Context: an optimization exercise on an open-source flow, tuned for small area and a short achievable clock period. The choices shown serve that exercise and are no tape-out recipe.
The RTL was checked by simulation tests, not by an equivalence proof against the original design.
Power and IR drop assume default switching activity.

==> design.v <==
module alu(
    input add, input f_and, input f_or, input f_not, input f_xor, input pass,
    input cin,
    input [31:0] A,
    input [31:0] B,
    output [31:0] result
    );
wire [31:0] p = A ^ B;
wire [31:0] g0 = A & B;
reg [31:0] G, P;
integer l, i, j;
always @(*) begin
    G = g0;
    P = p;
    G[0] = g0[0] | (p[0] & cin);
    for (l = 0; l < 5; l = l + 1)
        for (i = 0; i < 32; i = i + 1)
            if (i[l]) begin
                j = ((i >> l) << l) - 1;
                G[i] = G[i] | (P[i] & G[j]);
                P[i] = P[i] & P[j];
            end
end
wire [31:0] c = {G[30:0], cin};
wire [31:0] sum = p ^ c;
assign result = ({32{add}} & sum)
              | ({32{f_and}} & g0)
              | ({32{f_or}} & (A | B))
              | ({32{f_not}} & ~A)
              | ({32{f_xor}} & p)
              | ({32{pass}} & B);
endmodule
module shifter #(parameter LEVELS = 5) (
    input [31:0] in,
    input [LEVELS-1:0] l,
    input [LEVELS-1:0] r,
    output [31:0] out
    );
reg [31:0] s;
integer k;
always @(*) begin
    s = in;
    for (k = 0; k < LEVELS; k = k + 1)
        s = (s & {32{~(l[k] | r[k])}}) | ((s << (1 << k)) & {32{l[k]}}) | ((s >> (1 << k)) & {32{r[k]}});
end
assign out = s;
endmodule
module registerfile
  (input clk,
   input write,
   input [3:0] wrAddr,
   input [31:0] wrData,
   input [15:0] selm,
   output [31:0] rdDatam,
   input [15:0] seln,
   output [31:0] rdDatan);
   reg [511:0] rf;
   genvar r;
   generate
      for (r = 0; r < 16; r = r + 1) begin : g_reg
         wire we = write & (wrAddr == r);
         always @(posedge clk)
            rf[32*r +: 32] <= (rf[32*r +: 32] & {32{~we}}) | (wrData & {32{we}});
      end
   endgenerate
   reg [31:0] m, n;
   integer k;
   always @(*) begin
      m = 32'd0;
      n = 32'd0;
      for (k = 0; k < 16; k = k + 1) begin
         m = m | (rf[32*k +: 32] & {32{selm[k]}});
         n = n | (rf[32*k +: 32] & {32{seln[k]}});
      end
   end
   assign rdDatam = m;
   assign rdDatan = n;
endmodule
module processor(
    input clk,
    input rst,
    output [31:0] imem_addr,
    input [31:0] imem_rdata,
    output dmem_en,
    output dmem_we,
    output [31:0] dmem_addr,
    output [31:0] dmem_wdata,
    input [31:0] dmem_rdata,
    output wb_en,
    output [3:0] wb_addr,
    output [31:0] wb_data
    );
reg [31:0] ia;       
reg [31:0] f_ir, d_ir;
reg f_v, d_v;
reg [15:0] d_selm;           
reg d_useimm;                
reg [4:0] d_shl, d_shr;   
reg [31:0] e_A, e_B;
reg [2:0] e_op;
reg e_zupd, e_wen, e_men, e_we, e_sub;
reg [3:0] e_rd;
reg br;      
reg z;       
reg [31:0] m_A, m_B;
reg m_add, m_and, m_or, m_not, m_xor, m_pass, m_cin;
reg m_wen, m_en, m_we, m_ld;
reg [3:0] m_rd;
reg [31:0] w_data;
reg [3:0] w_rd;
reg w_en;
assign imem_addr = ia;
wire [5:0] f_opc = f_ir[29:24];
wire f_useimm = f_ir[31] | (f_opc == 6'b100100);
always @(posedge clk) begin
    f_ir <= imem_rdata;
    d_ir <= f_ir;
    f_v <= ~rst;
    d_v <= ~rst & f_v & ~br;
    d_useimm <= f_useimm;
    d_selm <= f_useimm ? 16'd0 : (16'd1 << f_ir[3:0]);
    d_shl <= f_ir[14:10] & {5{~f_useimm &  f_ir[15]}};
    d_shr <= f_ir[14:10] & {5{~f_useimm & ~f_ir[15]}};
end
wire       d_S   = d_ir[30];
wire [5:0] d_opc = d_ir[29:24];
wire [3:0] d_rn  = d_ir[23:20];
wire d_mem = d_opc[5] & d_opc[4];
wire d_ls  = d_ir[27];
wire d_regw = ~(d_mem & ~d_ls);
wire [3:0] d_rd = (d_opc[5] | d_opc[4]) ? d_rn : d_ir[19:16];
wire d_beq = (d_opc == 6'b100100);
wire d_flag = (d_opc == 6'b000110) | (d_opc == 6'b001001) | (d_opc == 6'b011101);
reg [2:0] d_op;
always @(*) begin
    case (d_opc)
    6'b000110: d_op = 3'd0;
    6'b001001: d_op = 3'd1;
    6'b011101: d_op = 3'd1;
    6'b001011: d_op = 3'd2;
    6'b001010: d_op = 3'd3;
    6'b001100: d_op = 3'd4;
    6'b001110: d_op = 3'd5;
    6'b011100: d_op = 3'd6;
    6'b100100: d_op = 3'd6;
    default:   d_op = 3'd7;
    endcase
end
wire [31:0] rf_n, rf_m;
registerfile RegFile(clk, w_en, w_rd, w_data, d_selm, rf_m, 16'd1 << d_rn, rf_n);
wire [31:0] d_imm = {d_beq ? 8'd0 : {8{d_ir[15]}},
                     d_beq ? d_ir[23:16] : {8{d_ir[15]}},
                     d_ir[15:0]};
wire [31:0] d_Bs;
shifter #(5) sft(rf_m, d_shl, d_shr, d_Bs);
wire d_go = ~rst & d_v & ~br;
always @(posedge clk) begin
    e_A <= rf_n;
    e_B <= d_Bs | (d_imm & {32{d_useimm}});
    e_op <= d_op;
    e_sub <= (d_op == 3'd1);
    e_rd <= d_rd;
    e_zupd <= d_go & d_S & d_flag;
    e_wen <= d_go & d_regw;
    e_men <= d_go & d_mem;
    e_we <= d_go & d_mem & ~d_ls;
end
wire [31:0] e_y = e_B ^ {32{e_sub}};
wire [31:0] e_cin = {e_A[30:0] | e_y[30:0], e_sub};
wire e_zero = ((e_A ^ e_y) == e_cin);
wire e_znext = e_zupd ? e_zero : z;
wire br_next = d_go & d_beq & e_znext;
always @(posedge clk) begin
    if (rst) z <= 1'b0;
    else     z <= e_znext;
    br <= br_next;
    if (br_next)
        ia <= {8'd0, d_ir[23:0]};
    else if (rst)
        ia <= 32'd0;
    else
        ia <= ia + 32'd1;
end
always @(posedge clk) begin
    m_A <= e_A;
    m_B <= e_y;
    m_add <= (e_op == 3'd0) | (e_op == 3'd1);
    m_and <= (e_op == 3'd2);
    m_or <= (e_op == 3'd3);
    m_not <= (e_op == 3'd4);
    m_xor <= (e_op == 3'd5);
    m_pass <= (e_op == 3'd6);
    m_cin <= e_sub;
    m_rd <= e_rd;
    m_wen <= ~rst & e_wen & ~br;
    m_en <= ~rst & e_men;
    m_we <= ~rst & e_we;
    m_ld <= e_men & ~e_we;
end
assign dmem_en = m_en;
assign dmem_we = m_we;
assign dmem_addr = m_B;
assign dmem_wdata = m_A;
wire [31:0] m_res;
alu exec(m_add, m_and, m_or, m_not, m_xor, m_pass, m_cin, m_A, m_B, m_res);
always @(posedge clk) begin
    w_data <= m_res | (dmem_rdata & {32{m_ld}});
    w_rd <= m_rd;
    w_en <= ~rst & m_wen;
end
assign wb_en = w_en;
assign wb_addr = w_rd;
assign wb_data = w_data;
endmodule
==> flow/run.sh <==
#!/bin/bash
# The standard layout (standard.sh, all of its steps) with two changes
# passed to the ORFS scripts through their environment:
#  - the port buffers that buffer_ports inserts are buf_1 cells
#  - clock tree synthesis inserts no dummy loads
# make's output goes to make.log; each ORFS step keeps its own log under orfs/logs.
set -euo pipefail
export BUFFER_PORTS_ARGS="-buffer_cell sky130_fd_sc_hd__buf_1"
export CTS_ARGS="-sink_clustering_enable -repair_clock_nets -sink_clustering_size 24 -sink_clustering_max_diameter 100 -dont_use_dummy_load"
bash standard.sh > make.log 2>&1
==> standard.sh <==
#!/bin/bash
# synth_recipe.tcl (not shown) runs the flow's synth.tcl, then flattens the netlist and writes it again
# the make line also repeats each setting of config.mk as NAME=value (left out here)
make -C /OpenROAD-flow-scripts/flow DESIGN_CONFIG=/design/flow/config.mk WORK_HOME=/design/flow/orfs CLKGATE_MAP_FILE= SYNTH_SCRIPT=/design/flow/synth_recipe.tcl "${@:-finish}"
==> config.mk <==
export PLATFORM = sky130hd
export DESIGN_NAME = processor
export DESIGN_NICKNAME = processor
export VERILOG_FILES = /design/flow/design.v
export SDC_FILE = /design/flow/constraint.sdc
export NUM_CORES = 4
export LEC_CHECK = 0
export ABC_AREA = 1
export CAP_MARGIN = 20
export CORE_MARGIN = 2
export CORE_UTILIZATION = 50
export CTS_CLUSTER_DIAMETER = 100
export CTS_CLUSTER_SIZE = 24
export SETUP_SLACK_MARGIN = 4.5
export SLEW_MARGIN = 20
==> constraint.sdc <==
create_clock -name core_clock -period 7.5 [get_ports {clk}]
set_input_delay 1.5000 -clock core_clock [delete_from_list [all_inputs] [get_ports {clk}]]
set_output_delay 1.5000 -clock core_clock [all_outputs]
set_load 0.01 [all_outputs]
==> flow_summary.yaml, run 1 <==
outcome:
  outcome: "finished clean"
clocking:
  clockRootBuffer: "clkbuf_16"
  cts.sinks: 830
  cts_tree: "done"
  h-tree-depth: 2
  path_clk_slew_ns: 0.08
  clock_path_buffers: 3
  numCtsBuffers: 41
  clk_latency_ns: 0.63
finish:
  drive_gt1_frac: 0.06324
  syn_to_final_growth_pct: 9.080
  nets: 4455
  final_util: 0.5512
  final-instance-count-excl-fill: 5255
global_route:
  gr-total-overflow: 0
  antenna_found_initial: 6
  grt_pass1_vias: 28870
  grt_pass1_wl_um: 198100
  grt_util_all_layers: 0.3546
  grt_max_degree: 33
synth:
  synth_seq_area_share: 0.5779
  ys_types: 50
  yosys-top-cells-area: "edfxtp_1 41%, dfxtp_1 17%, nand2_1 16%"
  synth.avg_cell_area_um2: 9.109
  synth_ff_type: "edfxtp_1"
  ys_ff_latch: 830
  ys_async_sr_fraction: 0
  yosysTopAreaCellShare: 0.4087
  synthCells: 4130
  synth-edff-count: 512
  netlist_area_um2: 37620
  synth_common_cells: "1557 x nand2_1, 512 x edfxtp_1, 318 x dfxtp_1, 287 x inv_1, 274 x nand3_1"
  post-synth-top-count-cell: "nand2_1"
  syn_nets: 4298
  yosys.area.top_type: "edfxtp_1"
  yosysWarnings: 4
pwr:
  p_sw_frac: 0.2892
  p_per_area_nw_per_um2: 225.8
  cellLeakagePower_nw: 16.44
  pwr-share-comb: 0.149
  internal_power_mw: 6.586
  clkPwrFrac: 0.257
  power_switching_mw: 2.679
  pwr-share-seq: 0.594
  vdd_drop_max_uv: 161.9
route:
  drtAntennaViolNets: 0
  wl_per_cell_um: 26.39
  drtIter0Drc: 3624
  drc: 0
  vias_per_cell: 5.877
  vias: 30880
  drt-total-wl_um: 138700
  first_pass_iters: 6
worst_setup_path:
  r2r-start: "d_selm[11]"
  slowest_stage: "dfxtp_2"
  cp-start-kind: "register"
  crit_path_end_kind: "output port"
  critPathMaxFanout: 17
  critical_path_class: "register to output port"
  cp_cell_sequence: "buf_6 > buf_1"
  cp_data_arrival_time_ns: 1.45
  slowest_delay_ns: 0.47
  crit_start: "w_data[8]"
  cp_data_required_time_ns: 6.00
placed_design:
  gp_congestion: 0.9351
  dpl.hpwl_um: 86680
  portBuffers: 200
  dp_cells: 5194
  place_worst_setup_slack_ns: 3.656
timing:
  worst_slew_pin_slew_ns: 1.003
  fin_setup_tns_ns: 0
  clock.fmax_mhz: 338.5
  fin_crit_sh: 0.3939
  grt_setup_unrepaired: "false"
  final_critical_path_setup_slack_ns: 4.546
  max_slew_margin: 0.3285
  period_needed_ns: 2.954
  final-max-slew-violation-count: 0
  clock_skew_ns: 0.06442
  hold_viol: 0
  setup_viol_count_final: 0
die:
  die_width_um: 278.3
  placementRows: 100
  io_pins: 201
  core_area_um2: 74450
  die_h_um: 278.3
  dieArea_um2: 77450
  start_util: 0.5053
min_path:
  holdCritPathClass: "register to register"
  min_from: "e_rd[1]"
job:
  drv_cap: 0
## logic make-up (layout without fill, tap and decap cells)
kind of cell               after synthesis  in the layout  synth area share
adders and majority gates              102            102           0.03512
other                                    0              1                 0
DFF                                    830            830            0.5779
and+or+nand+nor                       2218           2218            0.2402
xor gates and xnor gates                69             69           0.01606
AOI/OAI and AO/OA                      442            442           0.08158
buffers and inverters                  469            624           0.04912
## area by class of cell
| cell class | instances | area (um^2) |
|---|---|---|
| clock buffers | 41 | 1026 |
| diodes | 1 | 2.502 |
| flip-flops and latches | 830 | 21820 |
| repair buffers | 289 | 1496 |
| well taps | 969 | 1212 |
| multi-input cells | 2831 | 14360 |
| fillers | 6717 | 33410 |
| inverters | 294 | 1126 |
## cell usage in the layout, fill, tap and decap left out, types with 96 or more instances in the layout
cell,instances
o21ai_0,103
inv_1,282
edfxtp_1,512
dfxtp_1,266
nor2_1,235
a221oi_1,99
buf_1,200
ha_1,96
nand2_1,1553
nand3_1,265
## worst paths after layout
check	to	slack, ns	cells after the start
worst min-delay path	m_rd[1]	0.33	0
worst max-delay path	wb_data[8]	4.55	2
worst min register to register	m_rd[1]	0.33	0
worst max register to register	e_B[23]	4.63	15
## timing repair
| action | CTS | global route |
|---|---|---|
| pin swaps | 1 | 4 |
| resized for setup | 41 | 32 |
| setup buffers | 9 | 10 |
| hold buffers | 0 | 0 |
| setup endpoints to repair | 107 | 63 |
| hold endpoints to repair | 0 | 0 |
## power groups by stage
stage | combinational [mW] | clock, mW | sequential [mW]
2_1_floorplan | 0.797 | 0 | 5.44
3_3_place_gp | 1.29 | 0 | 5.60
3_5_place_dp | 1.30 | 0 | 5.60
4_1_cts | 1.34 | 2.41 | 5.50
5_1_grt | 1.51 | 2.57 | 5.53
6_report | 1.38 | 2.38 | 5.50
## metal layers
layer | GRT usage | wire (um) | vias to the layer above
met1 | 0.4907 | 56380 | 14730
met4 | 0.1752 | 8034 | 0
met5 | 0.002502 | 0 | -
li1 | - | - | 14130
met2 | 0.5363 | 59820 | 1704
met3 | 0.06666 | 14430 | 315
## worst max-delay path, delay by kind of cell (launching register included)
family | cells | cell delay, ns
buffers and inverters | 2 | 0.41
DFF | 1 | 0.47
## metrics by stage
| stage | hold WS [ns] | total power [mW] | cell area [um^2] |
|---|---|---|---|
| finish | 0.3327 | 9.264 | 41040 |
| global route | 0.3379 | 9.602 | 41030 |
| CTS | 0.3335 | 9.252 | 40850 |
| detailed placement | 0.3121 | 6.901 | 39600 |
| global placement | 0.3104 | 6.890 | 39600 |
| floorplan | 0.3096 | 6.241 | 37620 |
==> run 2: changes to the inputs <==
--- a/config.mk
+++ b/config.mk
@@ -9,7 +9,7 @@
 export CAP_MARGIN = 20
 export CORE_MARGIN = 2
-export CORE_UTILIZATION = 50
+export CORE_UTILIZATION = 62
 export CTS_CLUSTER_DIAMETER = 100
 export CTS_CLUSTER_SIZE = 24
-export SETUP_SLACK_MARGIN = 4.5
+export SETUP_SLACK_MARGIN = 4.6
 export SLEW_MARGIN = 20
==> flow_summary.yaml, run 2 <==
finish:
  layout_commonest_cell: "nand2_1"
  final_cell_mix: "1548 x nand2_1, 512 x edfxtp_1, 280 x inv_1"
  final-instance-count-excl-fill: 5072
  drive_gt1_frac: 0.06716
  syn_to_final_growth_pct: 8.817
  postLayoutCellArea_um2: 40940
  nets: 4458
worst_setup_path:
  slowest_stage: "o21ai_0"
  cp_data_arrival_time_ns: 3.35
  cp-start-kind: "register"
  slowest_delay_ns: 0.59
  reg2reg_depth: 16
  crit_path_end_kind: "register"
  cp_cell_sequence: "fa_2 > inv_2 > fa_2 > inv_2 > nand3_2 > nand2_2 > nand3_2 > nand2_2 > nand2_4 > a21oi_4 > nand3_1 > nand2_1 > nand3_1 > nand2_1 > xnor2_1 > o21ai_0"
  critical_path_class: "register to register"
  cp_data_required_time_ns: 7.90
  critPathMaxFanout: 3
route:
  vias: 31470
  drt-total-wl_um: 132200
  drtIter0Drc: 4468
  vias_per_cell: 6.205
  wl_per_cell_um: 26.06
  drc: 0
  drtAntennaViolNets: 0
  first_pass_iters: 6
synth:
  synthCells: 4130
  yosys-top-cells-area: "edfxtp_1 41%, dfxtp_1 17%, nand2_1 16%"
  netlist_area_um2: 37620
  syn_nets: 4298
  yosys.area.top_type: "edfxtp_1"
  ys_async_sr_fraction: 0
  post-synth-top-count-cell: "nand2_1"
  synth.avg_cell_area_um2: 9.109
  synth_ff_type: "edfxtp_1"
  synth-edff-count: 512
  synth_common_cells: "1557 x nand2_1, 512 x edfxtp_1, 318 x dfxtp_1, 287 x inv_1, 274 x nand3_1"
  ys_types: 50
  ys_ff_latch: 830
  yosysTopAreaCellShare: 0.4087
  synth_seq_area_share: 0.5779
  yosysWarnings: 4
global_route:
  gr-total-overflow: 0
  grt_pass1_vias: 28890
  grt_pass1_wl_um: 188500
  grt_util_all_layers: 0.4159
  antenna_found_initial: 8
  grt_max_degree: 33
pwr:
  power_switching_mw: 2.637
  p_sw_frac: 0.2868
  clkPwrFrac: 0.254
  p_per_area_nw_per_um2: 224.6
  internal_power_mw: 6.558
  cellLeakagePower_nw: 16.50
  pwr-share-comb: 0.150
  vdd_drop_max_uv: 246.1
  pwr-share-seq: 0.596
die:
  dieArea_um2: 62670
  io_pins: 201
  core_area_um2: 60130
  die_width_um: 250.3
  start_util: 0.6256
  die_h_um: 250.3
  placementRows: 90
job:
  drv_cap: 0
timing:
  final-max-slew-violation-count: 0
  hold_viol: 0
  fin_setup_tns_ns: 0
  worst_slew_pin_slew_ns: 1.005
  fin_crit_sh: 0.3938
  max_slew_margin: 0.3276
  setup_viol_count_final: 0
  grt_setup_unrepaired: "true"
  period_needed_ns: 2.954
  clock_skew_ns: 0.04848
  clock.fmax_mhz: 338.6
placed_design:
  place_area_um2: 39330
  gp_congestion: 0.9807
  dp_cells: 5003
  portBuffers: 200
  dpl.hpwl_um: 81080
clocking:
  path_clk_slew_ns: 0.10
  clockRootBuffer: "clkbuf_16"
  clk_latency_ns: 0.62
  clock_path_buffers: 3
  h-tree-depth: 2
  numCtsBuffers: 40
  cts_tree: "done"
  postCtsHoldBufs: 0
  cts.sinks: 830
min_path:
  holdCritPathClass: "register to register"
  hold_depth: 0
outcome:
  outcome: "finished clean"
==> run 2: critical path, delay by kind of cell, from the launching register on <==
family,cells,cell delay (ns)
AOI/OAI and AO/OA,2,0.81
xor gates and xnor gates,1,0.07
adders and majority gates,2,0.55
buffers and inverters,2,0.11
DFF,1,0.37
and+or+nand+nor,9,0.85
==> run 2: power groups by stage <==
| stage | registers [mW] | clock network [mW] | logic (mW) |
|---|---|---|---|
| floorplan | 5.44 | 0 | 0.797 |
| global placement | 5.57 | 0 | 1.27 |
| detailed placement | 5.57 | 0 | 1.28 |
| CTS | 5.47 | 2.33 | 1.31 |
| global route | 5.51 | 2.47 | 1.50 |
| finish | 5.48 | 2.34 | 1.38 |
==> run 2: cell families (layout without fill, tap and decap cells) <==
| kind of cell | count (synthesis) | after routing | synth area share |
|---|---|---|---|
| flops | 830 | 830 | 0.5779 |
| compound gates | 442 | 442 | 0.08158 |
| other cells | 0 | 2 | 0 |
| fa+ha+maj | 102 | 102 | 0.03512 |
| xor+xnor | 69 | 69 | 0.01606 |
| simple gates | 2218 | 2220 | 0.2402 |
| buf+inv | 469 | 625 | 0.04912 |
==> run 2: routing by layer <==
metal  track usage  routed length, um  up-vias
met5             0                 76        -
met4        0.2263               8618       10
met3       0.09747              18270      482
met2        0.6177              56430     2273
met1        0.5687              48790    14550
li1              -                  -    14160
==> run 2: layout make-up <==
| cell class | count | area [um^2] |
|---|---|---|
| Multi-Input combinational cell | 2833 | 14460 |
| Antenna cell | 2 | 5.005 |
| Sequential cell | 830 | 21840 |
| Timing Repair inverter | 1 | 8.758 |
| Timing Repair Buffer | 290 | 1509 |
| Fill cell | 4935 | 19190 |
| Tap cell | 782 | 978.4 |
| Clock buffer | 40 | 1001 |
| Inverter | 294 | 1131 |
==> run 2: metrics by stage <==
stage | power (mW) | hold slack [ns] | worst slack (ns) | util
2_1_floorplan | 6.241 | 0.3096 | 4.640 | -
3_3_place_gp | 6.843 | 0.3111 | 3.567 | 0.6540
3_5_place_dp | 6.854 | 0.3121 | 3.481 | 0.6540
4_1_cts | 9.118 | 0.3328 | 4.604 | 0.6751
5_1_grt | 9.467 | 0.3422 | 4.443 | 0.6807
6_report | 9.194 | 0.3317 | 4.546 | 0.6808
==> run 2: worst paths after layout <==
| path | startpoint | slack, ns | endpoint |
|---|---|---|---|
| max reg2reg | m_A[0] | 4.55 | w_data[12] |
| min | m_rd[1] | 0.33 | w_rd[1] |
| max | m_A[0] | 4.55 | w_data[12] |
| min reg2reg | m_rd[1] | 0.33 | w_rd[1] |
==> run 2: timing repair <==
action	CTS	global route
resized for setup	59	50
setup buffers	13	10
hold endpoints to repair	0	0
cloned	0	3
setup endpoints to repair	108	90
pin swaps	6	15
==> run 3: changes to the inputs <==
--- a/config.mk
+++ b/config.mk
@@ -6,8 +6,8 @@
 export NUM_CORES = 4
 export LEC_CHECK = 0
-export ABC_AREA = 1
+export ABC_CLOCK_PERIOD_IN_PS = 2800
 export CAP_MARGIN = 20
 export CORE_MARGIN = 2
-export CORE_UTILIZATION = 62
+export CORE_UTILIZATION = 50
 export CTS_CLUSTER_DIAMETER = 100
 export CTS_CLUSTER_SIZE = 24
==> flow_summary.yaml, run 3 <==
clocking:
  clk_latency_ns: 0.64
  postCtsHoldBufs: 0
  cts_tree: "done"
  cts.sinks: 830
  clock_path_buffers: 3
  path_clk_slew_ns: 0.09
  clockRootBuffer: "clkbuf_16"
  h-tree-depth: 2
  numCtsBuffers: 41
pwr:
  power_switching_mw: 2.819
  p_sw_frac: 0.2938
  p_total_mw: 9.594
  cellLeakagePower_nw: 15.48
  vdd_drop_max_uv: 208.1
  clkPwrFrac: 0.249
  p_per_area_nw_per_um2: 216.5
  pwr-share-comb: 0.188
  internal_power_mw: 6.775
  pwr-share-seq: 0.563
placed_design:
  dpl.hpwl_um: 87910
  place_worst_setup_slack_ns: 2.899
  gp_congestion: 1.013
  dp_cells: 4044
  place_area_um2: 38620
  portBuffers: 200
route:
  drtAntennaViolNets: 0
  drtIter0Drc: 5010
  drc: 0
  first_pass_iters: 9
  vias_per_cell: 7.321
  wl_per_cell_um: 36.70
  vias: 31330
  drt-total-wl_um: 157100
global_route:
  use_met1: 0.5201
  grt_max_degree: 37
  grt_use_met2: 0.6038
  grt_pass1_wl_um: 218000
  antenna_found_initial: 10
  gr-total-overflow: 0
  grt_util_all_layers: 0.4043
  use_met3: 0.1181
  grt_pass1_vias: 29870
  grt_busiest_layer: "met2"
timing:
  fin_crit_sh: 0.4542
  max_slew_margin: 0.3486
  clock.fmax_mhz: 293.5
  hold_viol: 0
  whs_ns: 0.3212
  final-max-slew-violation-count: 0
  period_needed_ns: 3.407
  final_critical_path_setup_slack_ns: 4.093
  clock_skew_ns: 0.07423
  grt_setup_unrepaired: "true"
  worst_slew_pin_slew_ns: 0.9735
  setup_viol_count_final: 0
  fin_setup_tns_ns: 0
synth:
  yosys.area.top_type: "edfxtp_1"
  ys_ff_latch: 830
  synth_ff_type: "edfxtp_1"
  synthCells: 3018
  yosysTopAreaCellShare: 0.4176
  ys_types: 86
  ys_async_sr_fraction: 0
  syn_nets: 3186
  post-synth-top-count-cell: "edfxtp_1"
  synth_common_cells: "512 x edfxtp_1, 318 x dfxtp_1, 289 x a221oi_1, 261 x a22o_1, 158 x inv_1"
  yosys-top-cells-area: "edfxtp_1 42%, dfxtp_1 17%, a221oi_1 6.9%"
  synth.avg_cell_area_um2: 12.20
  synth_seq_area_share: 0.5905
  synth-edff-count: 512
  netlist_area_um2: 36820
  yosysWarnings: 4
die:
  core_area_um2: 72960
  placementRows: 99
  die_width_um: 275.4
  start_util: 0.5046
  die_h_um: 275.4
  dieArea_um2: 75820
  io_pins: 201
outcome:
  outcome: "finished clean"
worst_setup_path:
  critical_path_class: "register to register"
  crit_path_end_kind: "register"
  slowest_delay_ns: 0.43
  slowest_stage: "or3_4"
  critPathMaxFanout: 8
  cp-start-kind: "register"
  cp_cell_sequence: "buf_12 > buf_16 > a22o_1 > a221oi_4 > and4_4 > o22ai_4 > a211oi_4 > buf_4 > a21oi_2 > or3_4 > o2bb2ai_2 > a221o_1"
  cp_data_arrival_time_ns: 3.87
  critPathBufInv: 3
  cp_data_required_time_ns: 7.96
  cpLargestDelayFamily: "compound AO/OA/AOI/OAI gates"
job:
  drv_cap: 0
finish:
  final-instance-count-excl-fill: 4279
  syn_to_final_growth_pct: 20.34
  postLayoutCellArea_um2: 44310
  layout_commonest_cell: "edfxtp_1"
  final_cell_mix: "512 x edfxtp_1, 264 x dfxtp_1, 261 x a22o_1"
  final_util: 0.6073
  drive_gt1_frac: 0.2199
  nets: 3480
min_path:
  holdCritPathClass: "register to register"
run 3: cell count changes in the layout (fill, tap and decap cells not counted), sizes merged, moves of 64 or more:
| cell | delta |
|---|---|
| a221oi | +196 |
| a22o | +208 |
| buf | +153 |
| inv | -134 |
| nand2 | -1407 |
| nand3 | -251 |
| nor2 | -157 |
| o22ai | +64 |
run 3: layout make-up:
class,instances,area (um^2)
antenna,10,25.02
clock buffer,41,1026
fill,5725,28650
inverter,159,605.6
multi-input combinational,1830,16030
sequential,830,21890
tap,959,1200
timing repair buffer,448,3523
timing repair inverter,2,10.01
run 3: worst paths after layout:
path                  start  endpoint  slack, ns  cells after the start
setup / recovery  d_selm[1]   e_B[29]       4.09                     12
hold / removal      m_rd[2]   w_rd[2]       0.32                      0
setup reg to reg  d_selm[1]   e_B[29]       4.09                     12
hold reg to reg     m_rd[2]   w_rd[2]       0.32                      0
run 3: worst reg2reg max path, cell delays in order, from the launching register on:
cell	delay [ns]
dfxtp_4	0.40
buf_12	0.14
buf_16	0.15
a22o_1	0.26
a221oi_4	0.21
and4_4	0.41
o22ai_4	0.13
a211oi_4	0.36
buf_4	0.18
a21oi_2	0.06
or3_4	0.43
o2bb2ai_2	0.14
a221o_1	0.36
run 3: repair_timing:
item | 4_1_cts | 5_1_grt
gates cloned | 23 | 0
resized for setup | 506 | 143
buffers inserted | 141 | 19
endpoints found under the setup margin | 125 | 97
endpoints found under the hold margin | 0 | 0
pin swaps | 161 | 85
run 3: cells by family (layout without fill, tap and decap cells):
kind of cell             count (synthesis)  after routing  synth area share
AO/OA/AOI/OAI                         1094           1094            0.2336
flip-flops                             830            830            0.5905
AND/OR/NAND/NOR                        512            517           0.06984
buffers and inverters                  363            650           0.04190
XOR/XNOR                               110            110           0.02617
adder cells (fa/ha/maj)                102            102           0.03589
multiplexers                             7              7          0.002107
other                                    0             10                 0
run 3: power by group through the flow:
stage | sequential, mW | clock [mW] | combinational, mW
floorplan | 5.35 | 0 | 0.863
global placement | 5.47 | 0 | 1.36
detailed placement | 5.48 | 0 | 1.37
CTS | 5.39 | 2.40 | 1.65
global route | 5.42 | 2.55 | 1.91
finish | 5.40 | 2.39 | 1.81
run 3: metal layers:
layer / wire length [um] / up-vias
met4: 11780 / 4
li1: - / 12560
met2: 67380 / 2673
met3: 21070 / 714
met5: 146 / -
met1: 56680 / 15380
==> run 4: changes to the inputs <==
--- a/config.mk
+++ b/config.mk
@@ -6,5 +6,5 @@
 export NUM_CORES = 4
 export LEC_CHECK = 0
-export ABC_CLOCK_PERIOD_IN_PS = 2800
+export ABC_AREA = 1
 export CAP_MARGIN = 20
 export CORE_MARGIN = 2
@@ -14,2 +14,3 @@
 export SETUP_SLACK_MARGIN = 4.6
 export SLEW_MARGIN = 20
+export TNS_END_PERCENT = 10
==> flow_summary.yaml, run 4 <==
min_path:
  holdCritPathClass: "register to register"
  min_from: "f_ir[20]"
worst_setup_path:
  slowest_stage: "dfxtp_1"
  critPathMaxFanout: 17
  critPathBufInv: 1
  critical_path_class: "register to output port"
  cp_cell_sequence: "buf_1"
  r2r-start: "e_sub"
  cp_data_required_time_ns: 6.00
  cpLargestDelayFamily: "flip-flops"
  crit_path_end_kind: "output port"
  cp-start-kind: "register"
  crit_start: "w_data[30]"
  cp_data_arrival_time_ns: 1.54
  slowest_delay_ns: 0.71
synth:
  synth_seq_area_share: 0.5779
  yosys.area.top_type: "edfxtp_1"
  yosysTopAreaCellShare: 0.4087
  ys_async_sr_fraction: 0
  synthCells: 4130
  post-synth-top-count-cell: "nand2_1"
  synth.avg_cell_area_um2: 9.109
  ys_ff_latch: 830
  ys_types: 50
  syn_nets: 4298
  synth_ff_type: "edfxtp_1"
  synth-edff-count: 512
  synth_common_cells: "1557 x nand2_1, 512 x edfxtp_1, 318 x dfxtp_1, 287 x inv_1, 274 x nand3_1"
  yosysWarnings: 4
  netlist_area_um2: 37620
  yosys-top-cells-area: "edfxtp_1 41%, dfxtp_1 17%, nand2_1 16%"
clocking:
  path_clk_slew_ns: 0.10
  clockRootBuffer: "clkbuf_16"
  cts_tree: "done"
  h-tree-depth: 2
  numCtsBuffers: 41
  clock_path_buffers: 3
  clk_latency_ns: 0.63
  cts.sinks: 830
  postCtsHoldBufs: 0
global_route:
  gr-total-overflow: 0
  grt_util_all_layers: 0.3548
  use_met3: 0.06976
  grt_use_met2: 0.5422
  grt_pass1_vias: 28650
  grt_max_degree: 33
  grt_busiest_layer: "met2"
  grt_pass1_wl_um: 198000
  antenna_found_initial: 5
  use_met1: 0.4948
timing:
  hold_viol: 0
  clock_skew_ns: 0.07411
  final_critical_path_setup_slack_ns: 4.458
  max_slew_margin: 0.09155
  final-max-slew-violation-count: 0
  fin_crit_sh: 0.4056
  period_needed_ns: 3.042
  whs_ns: 0.3292
  setup_viol_count_final: 0
  clock.fmax_mhz: 328.7
  grt_setup_unrepaired: "true"
  worst_slew_pin_slew_ns: 1.361
  fin_setup_tns_ns: 0
die:
  die_width_um: 278.3
  start_util: 0.5053
  dieArea_um2: 77450
  placementRows: 100
  io_pins: 201
  die_h_um: 278.3
  core_area_um2: 74450
route:
  drc: 0
  vias_per_cell: 5.925
  vias: 31120
  drtAntennaViolNets: 0
  drt-total-wl_um: 140300
  drtIter0Drc: 3992
  first_pass_iters: 6
  wl_per_cell_um: 26.71
pwr:
  p_total_mw: 9.248
  vdd_drop_max_uv: 158.5
  cellLeakagePower_nw: 16.41
  p_per_area_nw_per_um2: 226.0
job:
  drv_cap: 0
finish:
  final_cell_mix: "1553 x nand2_1, 512 x edfxtp_1, 283 x inv_1"
  drive_gt1_frac: 0.05908
  final-instance-count-excl-fill: 5252
  syn_to_final_growth_pct: 8.763
  postLayoutCellArea_um2: 40920
  nets: 4452
  layout_commonest_cell: "nand2_1"
  final_util: 0.5496
placed_design:
  place_area_um2: 39610
  dpl.hpwl_um: 86310
  gp_congestion: 0.9446
  dp_cells: 5194
  place_worst_setup_slack_ns: 4.007
  portBuffers: 200
outcome:
  outcome: "finished clean"
[run 4: timing repair]
| action | CTS | global route |
|---|---|---|
| buffers inserted | 9 | 6 |
| pin swaps | 1 | 10 |
| gates resized for setup | 14 | 35 |
| setup endpoints to repair | 112 | 139 |
| cloned | 0 | 1 |
[run 4: worst paths after layout]
kind                                     to  slack (ns)  cells after the start
worst max-delay path            wb_data[30]        4.46                      1
worst min-delay path               d_ir[20]        0.33                      0
worst max register to register       ia[31]        4.51                     11
worst min register to register     d_ir[20]        0.33                      0
[run 4: cells by family (layout without fill, tap and decap cells)]
family,after synthesis,after routing,share of synthesized area
buffers and inverters,469,620,0.04912
DFF,830,830,0.5779
AOI/OAI and AO/OA,442,442,0.08158
adders and majority gates,102,102,0.03512
xor gates and xnor gates,69,69,0.01606
other,0,1,0
and+or+nand+nor,2218,2219,0.2402
[run 4: layout make-up]
type                       count  area (um^2)
fill                        6796        33530
tap                          969         1212
antenna                        1        2.502
clock buffer                  41         1026
sequential                   830        21800
inverter                     294         1110
timing repair buffer         285         1421
multi-input combinational   2832        14350
[run 4: layer usage]
layer,vias up,share of wire
li1,14130,-
met3,286,0.11
met2,1729,0.44
met5,-,0.000086
met4,2,0.048
met1,14970,0.40
[run 4: report_power, final]
group          switching (mW)  internal [mW]
Combinational           0.911          0.452
Clock                    1.40          0.982
Sequential              0.364           5.14
==> run 5: changes to the inputs <==
--- a/config.mk
+++ b/config.mk
@@ -14,3 +14,2 @@
 export SETUP_SLACK_MARGIN = 4.6
 export SLEW_MARGIN = 20
-export TNS_END_PERCENT = 10
==> flow_summary.yaml, run 5 <==
timing:
  final_critical_path_setup_slack_ns: 4.632
  period_needed_ns: 2.868
  clock.fmax_mhz: 348.7
  max_slew_margin: 0.3188
  worst_slew_pin_slew_ns: 1.017
  clock_skew_ns: 0.07083
  fin_setup_tns_ns: 0
  setup_viol_count_final: 0
  hold_viol: 0
  grt_setup_unrepaired: "true"
  fin_crit_sh: 0.3824
  final-max-slew-violation-count: 0
die:
  dieArea_um2: 77450
  die_width_um: 278.3
  placementRows: 100
  io_pins: 201
  die_h_um: 278.3
  start_util: 0.5053
  core_area_um2: 74450
pwr:
  cellLeakagePower_nw: 16.48
  p_per_area_nw_per_um2: 225.1
  p_total_mw: 9.259
  vdd_drop_max_uv: 158.4
worst_setup_path:
  slowest_stage: "inv_1"
  cp_data_required_time_ns: 8.00
  cp_cell_sequence: "nor2_1 > nand3_1 > inv_1 > buf_4 > nand2_1 > nand4_1 > a2111oi_0 > nand2_1"
  cp_data_arrival_time_ns: 3.37
  crit_path_end_kind: "register"
  reg2reg_to: "e_A[20]"
  slowest_delay_ns: 0.51
  r2r-start: "d_ir[20]"
  ff2ff_setup_slack_ns: 4.63
  critical_path_class: "register to register"
  crit_top_cell: "nand2_1"
  critPathMaxFanout: 18
  reg2reg_depth: 8
  cp-start-kind: "register"
placed_design:
  portBuffers: 200
  place_worst_setup_slack_ns: 4.007
  gp_congestion: 0.9446
  dp_cells: 5194
  dpl.hpwl_um: 86310
route:
  drc: 0
  met1Wirelength_um: 55890
  drtIter0Drc: 4023
  drtAntennaViolNets: 0
  wl_per_cell_um: 26.70
  drt-total-wl_um: 140400
  top_layer: "met4"
  wl_met3_um: 16530
  wl_met2_um: 60840
  vias_per_cell: 5.911
  vias: 31080
  first_pass_iters: 6
global_route:
  grt_util_all_layers: 0.3568
  antenna_found_initial: 4
  grt_pass1_vias: 28750
  grt_pass1_wl_um: 198900
  gr-total-overflow: 0
  grt_max_degree: 33
finish:
  layout_commonest_cell: "nand2_1"
  final-instance-count-excl-fill: 5258
  final_cell_mix: "1552 x nand2_1, 512 x edfxtp_1, 282 x inv_1"
  fillCellCount: 6777
  multi_input_area_um2: 14380
  seq_area_um2: 21870
  syn_to_final_growth_pct: 9.312
  nets: 4457
  drive_gt1_frac: 0.06485
  final_util: 0.5524
synth:
  synth_ff_type: "edfxtp_1"
  yosys-top-cells-area: "edfxtp_1 41%, dfxtp_1 17%, nand2_1 16%"
  synth_common_cells: "1557 x nand2_1, 512 x edfxtp_1, 318 x dfxtp_1, 287 x inv_1, 274 x nand3_1"
  synth_seq_area_share: 0.5779
  ys_types: 50
  ys_async_sr_fraction: 0
  synth-edff-count: 512
  yosysTopAreaCellShare: 0.4087
  post-synth-top-count-cell: "nand2_1"
  synth.avg_cell_area_um2: 9.109
  yosysWarnings: 4
  syn_nets: 4298
  yosys.area.top_type: "edfxtp_1"
  netlist_area_um2: 37620
  synthCells: 4130
  ys_ff_latch: 830
min_path:
  holdCritPathClass: "register to register"
  min_from: "f_ir[20]"
  whs_endpoint: "d_ir[20]"
  hold_depth: 0
job:
  drv_cap: 0
clocking:
  cts.sinks: 830
  numCtsBuffers: 41
  h-tree-depth: 2
  path_clk_slew_ns: 0.09
  cts_tree: "done"
  clockRootBuffer: "clkbuf_16"
  clk_latency_ns: 0.63
  postCtsHoldBufs: 0
  clock_path_buffers: 3
outcome:
  outcome: "finished clean"
## run 5: cell types whose count changed in the layout (fill, tap and decap cells not counted), sizes merged
cell / delta
inv: -1
clkinvlp: +1
diode: +1
buf: +5
## run 5: timing repair
| item | in CTS | in global routing |
|---|---|---|
| pin swaps | 2 | 10 |
| resized for setup | 56 | 48 |
| cloned | 1 | 0 |
| setup endpoints to repair | 112 | 88 |
| buffers inserted | 14 | 6 |
## run 5: stage by stage
step	hold WS, ns	cell area, um^2
after floorplan	0.3096	37620
after global routing	0.3406	41120
after CTS	0.3345	40900
after global placement	0.3103	39610
final	0.3289	41120
after detailed placement	0.3136	39610
## run 5: worst max-delay path by stage
stage	from	endpoint	slack, ns	cells past startpoint
floorplan	m_B[0]	w_data[16]	4.64	18
global placement	e_sub	ia[1]	4.04	14
detailed placement	e_sub	ia[15]	4.01	14
CTS	w_data[15]	wb_data[15]	4.60	1
global route	m_B[0]	w_data[16]	4.53	17
finish	d_ir[20]	e_A[20]	4.63	8
## run 5: area by class of cell
| cell class | count | share of cell area |
|---|---|---|
| inverters | 294 | 0.02720 |
| multi-input cells | 2832 | 0.3497 |
| diodes | 2 | 0.0001217 |
| clock buffers | 41 | 0.02495 |
| flip-flops and latches | 830 | 0.5317 |
| well taps | 969 | 0.02948 |
| repair buffers | 290 | 0.03681 |
## run 5: worst max-delay path: cells and delay by family (launching register included)
| kind | cells | cell delay (ns) |
|---|---|---|
| flops | 1 | 0.48 |
| compound gates | 1 | 0.50 |
| buf+inv | 2 | 0.95 |
| simple gates | 5 | 0.80 |
## run 5: logic make-up after synthesis
logic type | Yosys count | share of synthesized area
and+or+nand+nor | 2218 | 0.2402
DFF | 830 | 0.5779
buffers and inverters | 469 | 0.04912
AOI/OAI and AO/OA | 442 | 0.08158
adders and majority gates | 102 | 0.03512
xor gates and xnor gates | 69 | 0.01606
## run 5: per-layer routing
metal,GRT usage,vias to the layer above
met5,0,-
met4,0.1540,0
met3,0.07194,299
met2,0.5429,1823
met1,0.4968,14810
li1,-,14150
## run 5: power by group
| group | switching (mW) | leakage (nW) | internal, mW |
|---|---|---|---|
| clock network | 1.40 | 0.505 | 0.982 |
| logic | 0.914 | 8.62 | 0.455 |
| registers | 0.366 | 7.36 | 5.14 |
==> run 6: changes to the inputs <==
--- a/flow/run.sh
+++ b/flow/run.sh
@@ -7,4 +7,4 @@
 set -euo pipefail
 export BUFFER_PORTS_ARGS="-buffer_cell sky130_fd_sc_hd__buf_1"
-export CTS_ARGS="-sink_clustering_enable -repair_clock_nets -sink_clustering_size 24 -sink_clustering_max_diameter 100 -dont_use_dummy_load"
+export CTS_ARGS="-sink_clustering_enable -repair_clock_nets -sink_clustering_size 32 -sink_clustering_max_diameter 80 -dont_use_dummy_load"
 bash standard.sh > make.log 2>&1
--- a/config.mk
+++ b/config.mk
@@ -10,6 +10,6 @@
 export CORE_MARGIN = 2
 export CORE_UTILIZATION = 50
-export CTS_CLUSTER_DIAMETER = 100
-export CTS_CLUSTER_SIZE = 24
+export CTS_CLUSTER_DIAMETER = 80
+export CTS_CLUSTER_SIZE = 32
 export SETUP_SLACK_MARGIN = 4.6
 export SLEW_MARGIN = 20
==> flow_summary.yaml, run 6 <==
worst_setup_path:
  critPathMaxFanout: 4
  reg2reg_depth: 17
  cp-start-kind: "register"
  cpLargestDelayFamily: "adder cells"
  path_depth: 17
  slowest_stage: "fa_1"
  slowest_delay_ns: 0.51
  crit_path_end_kind: "register"
  critical_path_class: "register to register"
  cp_data_required_time_ns: 7.97
  cp_cell_sequence: "fa_2 > inv_2 > fa_2 > inv_2 > nand3_2 > nand2_2 > nand3_2 > nand2_2 > nand2_4 > a21oi_4 > nand3_2 > nand2_4 > inv_2 > fa_1 > o221ai_2 > nor2_1 > o2111ai_1"
  critPathBufInv: 3
  cp_data_arrival_time_ns: 3.33
synth:
  syn_nets: 4298
  synth-edff-count: 512
  ys_types: 50
  synthCells: 4130
  yosys-top-cells-area: "edfxtp_1 41%, dfxtp_1 17%, nand2_1 16%"
  post-synth-top-count-cell: "nand2_1"
  yosys.area.top_type: "edfxtp_1"
  synth_ff_type: "edfxtp_1"
  netlist_area_um2: 37620
  yosysTopAreaCellShare: 0.4087
  synth.avg_cell_area_um2: 9.109
  yosysWarnings: 4
  ys_async_sr_fraction: 0
  synth_seq_area_share: 0.5779
  synth_common_cells: "1557 x nand2_1, 512 x edfxtp_1, 318 x dfxtp_1, 287 x inv_1, 274 x nand3_1"
  ys_ff_latch: 830
timing:
  whs_ns: 0.3314
  clock.fmax_mhz: 349.9
  fin_setup_tns_ns: 0
  worst_slew_pin_slew_ns: 1.017
  clock_skew_ns: 0.09973
  final-max-slew-violation-count: 0
  setup_viol_count_final: 0
  max_slew_margin: 0.3192
  period_needed_ns: 2.858
  grt_setup_unrepaired: "true"
  hold_viol: 0
  fin_crit_sh: 0.3811
die:
  placementRows: 100
  die_h_um: 278.3
  core_area_um2: 74450
  dieArea_um2: 77450
  io_pins: 201
  start_util: 0.5053
  die_width_um: 278.3
pwr:
  cellLeakagePower_nw: 16.52
  p_per_area_nw_per_um2: 224.3
  p_sw_frac: 0.2892
  clkPwrFrac: 0.254
  vdd_drop_max_uv: 157.6
  pwr-share-seq: 0.597
  internal_power_mw: 6.565
  pwr-share-comb: 0.149
  power_switching_mw: 2.671
clocking:
  postCtsHoldBufs: 0
  h-tree-depth: 2
  cts.sinks: 830
  cts_tree: "done"
  clk_latency_ns: 0.64
  path_clk_slew_ns: 0.09
  clock_path_buffers: 3
  clockRootBuffer: "clkbuf_16"
  numCtsBuffers: 40
global_route:
  grt_pass1_wl_um: 199100
  grt_max_degree: 33
  grt_pass1_vias: 28690
  grt_util_all_layers: 0.3571
  use_met3: 0.07379
  use_met1: 0.4945
  antenna_found_initial: 3
  gr-total-overflow: 0
  grt_use_met2: 0.5463
  grt_busiest_layer: "met2"
finish:
  syn_to_final_growth_pct: 9.455
  layout_commonest_cell: "nand2_1"
  final_cell_mix: "1551 x nand2_1, 512 x edfxtp_1, 282 x inv_1"
  postLayoutCellArea_um2: 41180
  nets: 4459
  drive_gt1_frac: 0.06738
route:
  drtIter0Drc: 4023
  vias: 31080
  first_pass_iters: 6
  drc: 0
  drt-total-wl_um: 140600
  vias_per_cell: 5.909
  wl_per_cell_um: 26.72
  drtAntennaViolNets: 0
placed_design:
  place_area_um2: 39610
  dpl.hpwl_um: 86310
  gp_congestion: 0.9446
  portBuffers: 200
min_path:
  hold_depth: 0
  holdCritPathClass: "register to register"
outcome:
  outcome: "finished clean"
job:
  drv_cap: 0
[run 6: cell types whose count changed in the layout (fill, tap and decap cells not counted), moves of 2 or more]
cell and change:
buf_1 -2, clkbuf_2 +2, dfxtp_4 +2, nand3_1 -3, nand3_2 +3, xnor2_1 -2
xnor2_2 +2
[run 6: final timing paths]
check | slack (ns) | from | endpoint
worst max register to register | 4.64 | m_A[0] | w_data[16]
worst min register to register | 0.33 | f_ir[6] | d_ir[6]
worst min-delay path | 0.33 | f_ir[6] | d_ir[6]
worst max-delay path | 4.64 | m_A[0] | w_data[16]
[run 6: repair_timing]
item	4_1_cts	5_1_grt
cloned	1	0
endpoints found under the setup margin	112	89
pin swaps	2	11
gates resized for setup	63	58
buffers inserted	13	10
[run 6: area by class of cell]
cell class | instances | area [um^2]
fill | 6788 | 33270
sequential | 830 | 21870
multi-input combinational | 2832 | 14420
timing repair buffer | 293 | 1550
tap | 969 | 1212
inverter | 294 | 1119
clock buffer | 40 | 1001
antenna | 2 | 5.005
[run 6: kinds of logic after synthesis]
group                    synth area share
AO/OA/AOI/OAI                     0.08158
flip-flops                         0.5779
adder cells (fa/ha/maj)           0.03512
buffers and inverters             0.04912
XOR/XNOR                          0.01606
AND/OR/NAND/NOR                    0.2402
[run 6: power groups by stage]
| stage | Sequential (mW) | Combinational, mW | Clock (mW) |
|---|---|---|---|
| after global routing | 5.54 | 1.50 | 2.51 |
| after detailed placement | 5.60 | 1.29 | 0 |
| after CTS | 5.51 | 1.32 | 2.37 |
| after floorplan | 5.44 | 0.797 | 0 |
| final | 5.51 | 1.38 | 2.35 |
| after global placement | 5.61 | 1.28 | 0 |
[run 6: layer usage]
layer | vias to the layer above | wire length (um)
met1 | 14900 | 56480
met5 | - | 0
met2 | 1740 | 61230
li1 | 14150 | -
met3 | 283 | 16040
met4 | 0 | 6797
[run 6: through the flow]
stage	total power, mW	utilization	instances	setup WS [ns]
global route	9.544	0.5531	5258	4.505
CTS	9.198	0.5492	5248	4.601
floorplan	6.241	-	4130	4.640
finish	9.237	0.5531	5260	4.642
global placement	6.885	0.5320	5194	4.044
detailed placement	6.894	0.5320	5194	4.007

==> what the ideal ports hide <==
In the flow no input, the clock included, has a driving cell. The finished layouts below were timed again as built, in two steps.
Step 1 sets driving cells, clkbuf_16 on the clock port and buf_2 on the other inputs (assumed; they add their load-dependent delay and slew).
Step 2 times the ports against the registers' clock, not the clock port: input delays grow and output delays shrink by t, the midpoint of the rising clock arrivals with the driver on.
a / b / c = ideal ports / drivers / drivers and shift; a / b = the first two.
run	t (ns)	setup WS [ns]	hold slack, ns	worst register clock-pin slew, ns	cell pins on the clock port's net
run 1	0.667	4.546 / 4.479 / 4.191	0.333 / 0.333 / 0.333	0.10 / 0.10	1
run 2	0.656	4.546 / 4.546 / 4.193	0.332 / 0.332 / 0.332	0.10 / 0.10	1
run 3	0.677	4.093 / 4.093 / 4.093	0.321 / 0.321 / 0.321	0.10 / 0.10	1
run 4	0.663	4.458 / 4.388 / 4.119	0.329 / 0.329 / 0.329	0.10 / 0.10	1
run 5	0.660	4.632 / 4.577 / 4.265	0.329 / 0.329 / 0.329	0.10 / 0.10	1
run 6	0.667	4.642 / 4.570 / 4.238	0.331 / 0.331 / 0.331	0.12 / 0.12	1
After both steps every run listed still meets setup and hold. The setup slack of run 6, which loses most, moves by -0.072 ns with the drivers and by -0.404 ns with both steps.
